What follows belongs to an exercise in optimizing a design on an open flow for small area; a production flow would make more cautious choices. In this exercise RTL edits were held to simulation tests only and were not proved equivalent to the original. No activity file was given, so power comes from the tool's default toggle rates.

Design calculator, start of the top module:
module calculator (
    input   logic           clk_i,
    input   logic           rst_i,
    input   logic [22:0]    buttons_i,
    output  logic [63:0]    display_segments_o,
    output  logic [36:0]    display_o,
    output  logic [7:0]     segments_cathode_o,
    output  logic [7:0]     segments_anode_o
);
logic [2:0]  cnt;            
logic        pnz;            
logic        d_err, d_sign;
logic [2:0]  d_exp;
logic [31:0] d_sig;
logic        u_sign;
logic [2:0]  u_exp;
logic [31:0] u_sig;          
logic [3:0]  cc;             
logic        dot, minus, pend;
logic [3:0]  ph;             
logic        run;            
logic [3:0]  tmp;            
logic        cy;             
localparam logic [3:0] P_IDLE  = 4'd0,
                       P_DIGK = 4'd1,    
                       P_DIGC = 4'd2,    
                       P_CLR  = 4'd3,    
                       P_SWAP = 4'd4,    
  ...
Size: ~720 cells after synthesis, about 5700 sq um of cells after synthesis.
==> flow/config.mk <==
export PLATFORM = sky130hd
export DESIGN_NAME = calculator
export DESIGN_NICKNAME = calculator
export VERILOG_FILES = /design/flow/design.v
export SDC_FILE = /design/flow/constraint.sdc
export NUM_CORES = 4
export LEC_CHECK = 0
export CAP_MARGIN = 20
export CORE_MARGIN = 2
export CORE_UTILIZATION = 40
export CTS_BUF_LIST = sky130_fd_sc_hd__clkbuf_8
export SLEW_MARGIN = 20
==> flow/constraint.sdc <==
create_clock -name core_clock -period 10.0 [get_ports {clk_i}]
set_input_delay 2.0000 -clock core_clock [delete_from_list [all_inputs] [get_ports {clk_i}]]
set_output_delay 2.0000 -clock core_clock [all_outputs]
set_load 0.01 [all_outputs]
standard.sh (not shown) runs the stock make flow with config.mk's settings and CLKGATE_MAP_FILE= SYNTH_SCRIPT=/design/flow/synth_recipe.tcl, a recipe that flattens the netlist after the stock synthesis.
==> flow/flow/run.sh <==
#!/bin/bash
# Layout flow: the standard flow (standard.sh) with these changes:
#  - synthesis (ORFS's synth.tcl inside the standard flow's synth_recipe.tcl wrapper) skips
#    Yosys's extract_fa step and maps the logic with the area-oriented ABC
#    script flow/area.abc instead of ORFS's ABC script;
#  - input/output ports are buffered with sky130_fd_sc_hd__buf_1 cells.
# Everything else (floorplan, power grid, placement, CTS, routing, finish)
# is the standard flow.
set -euo pipefail
W=$PWD
sed -e 's/^\(\s*\)extract_fa /\1# extract_fa /' \
    -e 's#^\(\s*\)log_cmd abc {\*}$abc_args#\1log_cmd abc -script '"$W"'/flow/area.abc {*}[lrange $abc_args 2 end]#' \
    "$FLOW_HOME/scripts/synth.tcl" > "$W/synth_area.tcl"
grep -q '# extract_fa ' "$W/synth_area.tcl"
grep -q "log_cmd abc -script $W/flow/area.abc" "$W/synth_area.tcl"
sed "s#source \$::env(SCRIPTS_DIR)/synth.tcl#source $W/synth_area.tcl#" "$W/synth_recipe.tcl" > "$W/synth_recipe_area.tcl"
grep -q "source $W/synth_area.tcl" "$W/synth_recipe_area.tcl"
sed "s#SYNTH_SCRIPT=[^ ]*#SYNTH_SCRIPT=$W/synth_recipe_area.tcl#" "$W/standard.sh" > "$W/standard_area.sh"
grep -q "SYNTH_SCRIPT=$W/synth_recipe_area.tcl" "$W/standard_area.sh"
export BUFFER_PORTS_ARGS="-buffer_cell sky130_fd_sc_hd__buf_1"
bash "$W/standard_area.sh" > "$W/flow.log" 2>&1
==> flow/flow/area.abc <==
&get -n
&st
&deepsyn -T 20
&dch -f
&nf -a -R 1000
&put
topo
The first run completed without violations.
Edit:
--- a/flow/flow/run.sh
+++ b/flow/flow/run.sh
@@ -4,5 +4,7 @@
 #    Yosys's extract_fa step and maps the logic with the area-oriented ABC
 #    script flow/area.abc instead of ORFS's ABC script;
-#  - input/output ports are buffered with sky130_fd_sc_hd__buf_1 cells.
+#  - input/output ports are buffered with sky130_fd_sc_hd__buf_1 cells;
+#  - clock tree synthesis uses sky130_fd_sc_hd__clkbuf_8 buffers and inserts
+#    no dummy loads.
 # Everything else (floorplan, power grid, placement, CTS, routing, finish)
 # is the standard flow.
@@ -19,3 +21,4 @@
 grep -q "SYNTH_SCRIPT=$W/synth_recipe_area.tcl" "$W/standard_area.sh"
 export BUFFER_PORTS_ARGS="-buffer_cell sky130_fd_sc_hd__buf_1"
+export CTS_ARGS="-sink_clustering_enable -repair_clock_nets -buf_list sky130_fd_sc_hd__clkbuf_8 -dont_use_dummy_load"
 bash "$W/standard_area.sh" > "$W/flow.log" 2>&1
Outcome:
- fmax stays flat
- power goes down by 5.7%
- setup slack improved by 0.012 ns
- cell area goes down by 1.3%
- first-iteration DRC count goes up by 5.9%
- register-to-register slack got worse by 0.13 ns
- synthesized area does not change
- final cell count goes down by 0.66%
- sequential power hardly moves
- utilization goes down by 0.62 points
Edit:
--- a/flow/flow/run.sh
+++ b/flow/flow/run.sh
@@ -4,7 +4,5 @@
 #    Yosys's extract_fa step and maps the logic with the area-oriented ABC
 #    script flow/area.abc instead of ORFS's ABC script;
-#  - input/output ports are buffered with sky130_fd_sc_hd__buf_1 cells;
-#  - clock tree synthesis uses sky130_fd_sc_hd__clkbuf_8 buffers and inserts
-#    no dummy loads.
+#  - input/output ports are buffered with sky130_fd_sc_hd__buf_1 cells.
 # Everything else (floorplan, power grid, placement, CTS, routing, finish)
 # is the standard flow.
@@ -21,4 +19,3 @@
 grep -q "SYNTH_SCRIPT=$W/synth_recipe_area.tcl" "$W/standard_area.sh"
 export BUFFER_PORTS_ARGS="-buffer_cell sky130_fd_sc_hd__buf_1"
-export CTS_ARGS="-sink_clustering_enable -repair_clock_nets -buf_list sky130_fd_sc_hd__clkbuf_8 -dont_use_dummy_load"
 bash "$W/standard_area.sh" > "$W/flow.log" 2>&1
--- a/flow/config.mk
+++ b/flow/config.mk
@@ -6,7 +6,7 @@
 export NUM_CORES = 4
 export LEC_CHECK = 0
-export CAP_MARGIN = 20
+export CAP_MARGIN = 0
 export CORE_MARGIN = 2
 export CORE_UTILIZATION = 40
 export CTS_BUF_LIST = sky130_fd_sc_hd__clkbuf_8
-export SLEW_MARGIN = 20
+export SLEW_MARGIN = 0
=> Design area rises by 1.3%. Power rises by 6.0%. Non-clock buffer count is unchanged. Count of clock-buffer cells in the layout stays the same. Via count stays flat. Clock skew falls by 0.013 ns. Clock power rises by 37%. Fmax stays flat. Die area does not change. Worst setup slack degrades by 0.012 ns.

========
Another version of the RTL of calculator (not shown whole).
For scale: roughly 730 cells after synthesis, ~95 flip-flops, roughly 140 I/O pins.
Settings: LEC_CHECK=0, CAP_MARGIN=20, CORE_MARGIN=2, CORE_UTILIZATION=40, CTS_BUF_LIST=sky130_fd_sc_hd__clkbuf_8, SLEW_MARGIN=20; clock period 10.0 ns.
==> flow/flow/run.sh <==
#!/bin/bash
# Layout flow: the standard flow (standard.sh) with these changes:
#  - synthesis (ORFS's synth.tcl inside the standard flow's synth_recipe.tcl wrapper) skips
#    Yosys's extract_fa step and maps the logic with the area-oriented ABC
#    script flow/area.abc instead of ORFS's ABC script;
#  - input/output ports are buffered with sky130_fd_sc_hd__buf_1 cells.
# Everything else (floorplan, power grid, placement, CTS, routing, finish)
# is the standard flow.
set -euo pipefail
W=$PWD
sed -e 's/^\(\s*\)extract_fa /\1# extract_fa /' \
    -e 's#^\(\s*\)log_cmd abc {\*}$abc_args#\1log_cmd abc -script '"$W"'/flow/area.abc {*}[lrange $abc_args 2 end]#' \
    "$FLOW_HOME/scripts/synth.tcl" > "$W/synth_area.tcl"
grep -q '# extract_fa ' "$W/synth_area.tcl"
grep -q "log_cmd abc -script $W/flow/area.abc" "$W/synth_area.tcl"
sed "s#source \$::env(SCRIPTS_DIR)/synth.tcl#source $W/synth_area.tcl#" "$W/synth_recipe.tcl" > "$W/synth_recipe_area.tcl"
grep -q "source $W/synth_area.tcl" "$W/synth_recipe_area.tcl"
sed "s#SYNTH_SCRIPT=[^ ]*#SYNTH_SCRIPT=$W/synth_recipe_area.tcl#" "$W/standard.sh" > "$W/standard_area.sh"
grep -q "SYNTH_SCRIPT=$W/synth_recipe_area.tcl" "$W/standard_area.sh"
export BUFFER_PORTS_ARGS="-buffer_cell sky130_fd_sc_hd__buf_1"
bash "$W/standard_area.sh" > "$W/flow.log" 2>&1
Scripts as last shown in full above: flow/flow/area.abc
The starting point finished with timing, DRC and antenna clean.
Edit:
CTS_BUF_LIST = default   (was sky130_fd_sc_hd__clkbuf_8)
The changed run produced a clean layout. Global-route usage barely changes. Wire length barely changes. Cell count stays the same. Register-to-register slack stays flat.

========
## P
Another version of the RTL of calculator (not shown whole).
Size: roughly 690 cells after synthesis, ~94 flip-flops, about 5600 sq um of cells after synthesis.
==> flow/design.v (excerpt) <==
module calculator (
    input   logic           clk_i,
    input   logic           rst_i,
    input   logic [22:0]    buttons_i,
    output  logic [63:0]    display_segments_o,
    output  logic [36:0]    display_o,
    output  logic [7:0]     segments_cathode_o,
    output  logic [7:0]     segments_anode_o
);
==> flow/config.mk <==
export PLATFORM = sky130hd
export DESIGN_NAME = calculator
export DESIGN_NICKNAME = calculator
export VERILOG_FILES = /design/flow/design.v
export SDC_FILE = /design/flow/constraint.sdc
export NUM_CORES = 4
export LEC_CHECK = 0
export CAP_MARGIN = 20
export CORE_MARGIN = 2
export CORE_UTILIZATION = 40
export CTS_BUF_LIST = sky130_fd_sc_hd__clkbuf_8
export SLEW_MARGIN = 20
==> flow/constraint.sdc <==
create_clock -name core_clock -period 10.0 [get_ports {clk_i}]
set_input_delay 2.0000 -clock core_clock [delete_from_list [all_inputs] [get_ports {clk_i}]]
set_output_delay 2.0000 -clock core_clock [all_outputs]
set_load 0.01 [all_outputs]
==> flow/flow/run.sh <==
#!/bin/bash
# Layout flow: the standard flow (standard.sh) with these changes:
#  - synthesis (ORFS's synth.tcl inside the standard flow's synth_recipe.tcl wrapper) skips
#    Yosys's extract_fa step and maps the logic with area-oriented ABC scripts
#    (flow/area_s*.abc, which differ only in the random seed of &deepsyn),
#    keeping the mapping with the smallest cell area (flow/abc_best.tcl);
#  - input/output ports are buffered with sky130_fd_sc_hd__buf_1 cells;
#  - clock tree synthesis uses sky130_fd_sc_hd__clkbuf_8 buffers and inserts
#    no dummy loads.
# Everything else (floorplan, power grid, placement, routing, finish) is
# the standard flow.
set -euo pipefail
W=$PWD
sed -e 's/^\(\s*\)extract_fa /\1# extract_fa /' \
    -e 's#^\(\s*\)log_cmd abc {\*}$abc_args#\1source '"$W"'/flow/abc_best.tcl\n\1abc_best [lsort [glob '"$W"'/flow/area_s*.abc]] $lib_args [lrange $abc_args 2 end]#' \
    "$FLOW_HOME/scripts/synth.tcl" > "$W/synth_area.tcl"
grep -q '# extract_fa ' "$W/synth_area.tcl"
grep -q "abc_best \[lsort" "$W/synth_area.tcl"
sed "s#source \$::env(SCRIPTS_DIR)/synth.tcl#source $W/synth_area.tcl#" "$W/synth_recipe.tcl" > "$W/synth_recipe_area.tcl"
grep -q "source $W/synth_area.tcl" "$W/synth_recipe_area.tcl"
sed "s#SYNTH_SCRIPT=[^ ]*#SYNTH_SCRIPT=$W/synth_recipe_area.tcl#" "$W/standard.sh" > "$W/standard_area.sh"
grep -q "SYNTH_SCRIPT=$W/synth_recipe_area.tcl" "$W/standard_area.sh"
export BUFFER_PORTS_ARGS="-buffer_cell sky130_fd_sc_hd__buf_1"
export CTS_ARGS="-sink_clustering_enable -repair_clock_nets -buf_list {sky130_fd_sc_hd__clkbuf_4 sky130_fd_sc_hd__clkbuf_8} -dont_use_dummy_load"
bash "$W/standard_area.sh" > "$W/flow.log" 2>&1
Other scripts of this flow, unchanged in this note and not shown: flow/flow/abc_best.tcl, flow/flow/area_s0.abc, flow/flow/area_s1.abc, flow/flow/area_s2.abc, flow/flow/area_s3.abc, flow/flow/area_s4.abc, flow/flow/area_s5.abc, flow/flow/area_s6.abc, flow/flow/area_s7.abc
P reached the end of the flow, and the finished layout is clean on the timing, DRC and antenna checks.
Modified inputs, Q compared to P
- CORE_UTILIZATION changed from 40 to 55
--- a/flow/flow/run.sh
+++ b/flow/flow/run.sh
@@ -24 +24 @@
-export CTS_ARGS="-sink_clustering_enable -repair_clock_nets -buf_list {sky130_fd_sc_hd__clkbuf_4 sky130_fd_sc_hd__clkbuf_8} -dont_use_dummy_load"
+export CTS_ARGS="-sink_clustering_enable -repair_clock_nets -buf_list sky130_fd_sc_hd__clkbuf_8 -dont_use_dummy_load"
### Flow results
Q: all stages complete, timing, DRC and antenna checks passed. Between P and Q, count of routing violations after the opening detailed-route iteration increased. Of the two values seen for timing startpoint of the critical path, d_sig[1] was produced by P and d_sig[13] by Q. Comparing Q against P, there is no change at all in number of max-slew violations in the final report. On area after detailed placement, the higher figure sits with P, not Q. Q vs. P: tap cell instance count went down by 47. Q vs. P: clock power was more or less identical; portion of total power attributed to combinational logic was more or less identical; floorplan die area went down by 26%. As far as power is concerned, P and Q perform about the same.

[port drivers added, routing unchanged]
No port has a modelled driver above. Below, the same layouts with a new extraction and two added sets of constraints. Step 1 (the two cells are an assumption about what drives the block):
set clk [get_ports {clk_i}]
set_driving_cell -lib_cell sky130_fd_sc_hd__clkbuf_16 $clk
set_driving_cell -lib_cell sky130_fd_sc_hd__buf_2 [delete_from_list [all_inputs] $clk]
Step 2 moves the port delays by t, midway between the first and last clock arrival at a register: inputs arrive t later, outputs are due t later. That takes back most of the time a late clock gives input paths. a / b / c = ideal / step 1 / step 2; a / b = the first two.
| run | shift t [ns] | slack for setup (ns) | worst hold slack (ns) | pins driven straight from the clock port |
|---|---|---|---|---|
| the first run of note 1 | 0.413 | 2.534 / 2.497 / 2.910 | 0.328 / 0.328 / 0.328 | 1 |
| the second run of note 1 | 0.406 | 2.547 / 2.509 / 2.915 | 0.304 / 0.304 / 0.304 | 1 |
| the third run of note 1 | 0.413 | 2.534 / 2.497 / 2.910 | 0.328 / 0.328 / 0.328 | 1 |
| the first run of note 2 | 0.420 | 2.477 / 2.440 / 2.860 | 0.334 / 0.334 / 0.334 | 1 |
| the second run of note 2 | 0.394 | 2.527 / 2.485 / 2.879 | 0.326 / 0.326 / 0.326 | 1 |
| P | 0.387 | 2.900 / 2.865 / 3.252 | 0.315 / 0.315 / 0.315 | 1 |
| Q | 0.385 | 2.933 / 2.900 / 3.285 | 0.318 / 0.318 / 0.318 | 1 |
After both steps setup and hold are still met in every run listed.
